This is an optimization exercise on Yosys and OpenROAD, whose aim is small area and a short achievable clock period, not a production implementation.
Function was checked by simulation only, so behaviour that the tests miss may differ from the original.

// izhneuron_verilog
module izhneuron_verilog(clk, rst, en, WE, Addr, AER_BUS, Weight, spike_out);
Size in the first run: roughly 760 cells after synthesis, roughly 8400 um2 of cells after synthesis.
export LEC_CHECK = 0
export CAP_MARGIN = 20
export CORE_MARGIN = 2
export CORE_UTILIZATION = 40
export SLEW_MARGIN = 20
create_clock -name core_clock -period 21.0 [get_ports {clk}]
standard.sh (not shown) runs the stock make flow with config.mk's settings and CLKGATE_MAP_FILE= SYNTH_SCRIPT=/design/flow/synth_recipe.tcl, a recipe that flattens the netlist after the stock synthesis.
==> flow/flow/run.sh <==
#!/bin/bash
set -e
cp standard.sh standard.sh.log
export SETUP_SLACK_MARGIN=${FLOW_SETUP_MARGIN:-11.9}
export BUFFER_PORTS_ARGS="-buffer_cell sky130_fd_sc_hd__buf_2"
bash standard.sh synth > synth.log 2>&1
R=orfs/results/sky130hd/izhneuron_verilog/base
cp $R/1_2_yosys.v yosys_netlist_before_polar.v.log
python3 flow/polar.py $R/1_2_yosys.v $R/1_2_yosys.polar.v > polar.log 2>&1
mv $R/1_2_yosys.polar.v $R/1_2_yosys.v
rm -f $R/1_synth.odb
bash standard.sh > standard.log 2>&1
Other scripts of this flow, unchanged in this note and not shown: flow/flow/polar.py
The starting point went through all stages and came out clean.
Edit:
--- a/flow/flow/run.sh
+++ b/flow/flow/run.sh
@@ -3,3 +3,3 @@
 cp standard.sh standard.sh.log
-export SETUP_SLACK_MARGIN=${FLOW_SETUP_MARGIN:-11.9}
+export SETUP_SLACK_MARGIN=${FLOW_SETUP_MARGIN:-12.3}
 export BUFFER_PORTS_ARGS="-buffer_cell sky130_fd_sc_hd__buf_2"
=>
- utilization is higher by 0.93 points
- via count goes up by 1.5%
- synthesized area does not change
- final cell count barely changes
Edit:
--- a/flow/flow/run.sh
+++ b/flow/flow/run.sh
@@ -3,3 +3,3 @@
 cp standard.sh standard.sh.log
-export SETUP_SLACK_MARGIN=${FLOW_SETUP_MARGIN:-12.3}
+export SETUP_SLACK_MARGIN=${FLOW_SETUP_MARGIN:-12}
 export BUFFER_PORTS_ARGS="-buffer_cell sky130_fd_sc_hd__buf_2"
--- a/flow/config.mk
+++ b/flow/config.mk
@@ -10,2 +10,3 @@
 export CORE_UTILIZATION = 40
+export PLACE_DENSITY = 0.5
 export SLEW_MARGIN = 20
Outcome: Global-route usage rises by 1.1 points. Final cell count hardly moves. Worst hold slack improved by 0.0049 ns. Non-clock buffer count falls by 2. Die area does not change. Synthesized cell count does not change. Area after synthesis is unchanged. First-iteration DRC count falls by 33%. Wire length rises by about 3.6%.


wip/raven:
Starting RTL as in the previous note.
// izhneuron_verilog
module izhneuron_verilog(clk, rst, en, WE, Addr, AER_BUS, Weight, spike_out);
Settings: LEC_CHECK=0, CAP_MARGIN=20, CORE_MARGIN=2, CORE_UTILIZATION=40, CTS_CLUSTER_DIAMETER=100, CTS_CLUSTER_SIZE=30, SLEW_MARGIN=20; clock period 21.0 ns.
==> flow/flow/run.sh <==
#!/bin/bash
set -e
cp standard.sh standard.sh.log
export SETUP_SLACK_MARGIN=${FLOW_SETUP_MARGIN:-12}
export BUFFER_PORTS_ARGS="-buffer_cell sky130_fd_sc_hd__buf_2"
bash standard.sh synth > synth.log 2>&1
R=orfs/results/sky130hd/izhneuron_verilog/base
cp $R/1_2_yosys.v yosys_netlist_before_polar.v.log
python3 flow/polar.py $R/1_2_yosys.v $R/1_2_yosys.polar.v > polar.log 2>&1
mv $R/1_2_yosys.polar.v $R/1_2_yosys.v
rm -f $R/1_synth.odb
bash standard.sh > standard.log 2>&1
Other scripts of this flow, unchanged in this note and not shown: flow/flow/polar.py
Here is what was changed in the inputs of wip/nickel compared with wip/raven.
- CORE_UTILIZATION: 40 -> 60
- CTS_CLUSTER_SIZE: 30 -> unset
- CTS_CLUSTER_DIAMETER: 100 -> unset
wip/nickel ran to completion and came out clean on the timing, DRC and antenna checks. | die area | wip/nickel vs wip/raven | better |. Changes observed in wip/nickel relative to wip/raven: actual slew at the worst max-slew pin fell 0.030 ns, global routing usage on met1 has increased.
diff inputs: wip/nickel => wip/delta
- PLACE_DENSITY: unset -> 0.75
- CORE_UTILIZATION: 60 -> 40
--- outcome ---
Sort wip/nickel and wip/delta by effective utilization at floorplan, descending, and wip/nickel comes first.
In summary, wip/delta completed successfully, with a layout that passed the timing, DRC and antenna checks.
wip/nickel went all the way through synthesis, placement and routing and the layout is clean on timing, DRC and antenna.
[compare] base=wip/nickel new=wip/delta: total placed instance area rose by 1.4%, final weighted congestion in routability-driven placement fell by 0.029, sequential cell area share stayed essentially flat.
diff inputs: wip/delta => wip/yarrow
- PLACE_DENSITY no longer set, was 0.75
diff --git a/flow/flow/run.sh b/flow/flow/run.sh
--- a/flow/flow/run.sh
+++ b/flow/flow/run.sh
@@ -3,3 +3,3 @@
 cp standard.sh standard.sh.log
-export SETUP_SLACK_MARGIN=${FLOW_SETUP_MARGIN:-12}
+export SETUP_SLACK_MARGIN=${FLOW_SETUP_MARGIN:-11.8}
 export BUFFER_PORTS_ARGS="-buffer_cell sky130_fd_sc_hd__buf_2"
==> comparison <==
- Count of clock-buffer cells in the layout is higher on wip/yarrow
- met2 usage in global routing in wip/yarrow is 0.99 points lower than in wip/delta
- The area of all placed cells without fillers number comes out lower for wip/yarrow vs wip/delta.
- wip/yarrow against wip/delta: number of ordinary and repair buffers in the finished layout has decreased.

[static timing again, ports no longer ideal]
The flow's constraints put no driver on any port. The routed layouts listed below were extracted and timed again, unchanged, in two steps.
Step 1 assumes that a clkbuf_16 drives the clock port and a buf_2 every other input.
Step 2 moves the port delays by t, midway between the first and last clock arrival at a register: inputs arrive t later, outputs are due t later. That takes back most of the time a late clock gives input paths.
Slacks: no drivers / after step 1 / after step 2; pairs: no drivers / after step 1.
| run | shift t [ns] | slack for setup (ns) | worst hold slack (ns) | clock arrival spread, ns | cell pins on the clock port's net |
|---|---|---|---|---|---|
| the first run of note 1 | 0.397 | 11.956 / 11.932 / 11.932 | 0.467 / 0.467 / 0.467 | 0.011 / 0.010 | 1 |
| the second run of note 1 | 0.383 | 12.124 / 12.083 / 12.145 | 0.468 / 0.468 / 0.468 | 0.012 / 0.012 | 1 |
| the third run of note 1 | 0.385 | 12.065 / 12.038 / 11.969 | 0.473 / 0.473 / 0.473 | 0.008 / 0.009 | 1 |
| wip/raven | 0.395 | 12.183 / 12.162 / 12.089 | 0.471 / 0.471 / 0.471 | 0.012 / 0.012 | 1 |
| wip/nickel | 0.380 | 12.034 / 12.016 / 12.016 | 0.477 / 0.477 / 0.477 | 0.006 / 0.006 | 1 |
| wip/delta | 0.393 | 12.081 / 12.055 / 12.035 | 0.476 / 0.476 / 0.476 | 0.010 / 0.010 | 1 |
| wip/yarrow | 0.397 | 11.955 / 11.931 / 11.931 | 0.467 / 0.467 / 0.467 | 0.011 / 0.011 | 1 |
After both steps every run listed still meets setup and hold. The setup slack of the third run of note 1, which loses most, moves by -0.027 ns with the drivers and by -0.096 ns with both steps.
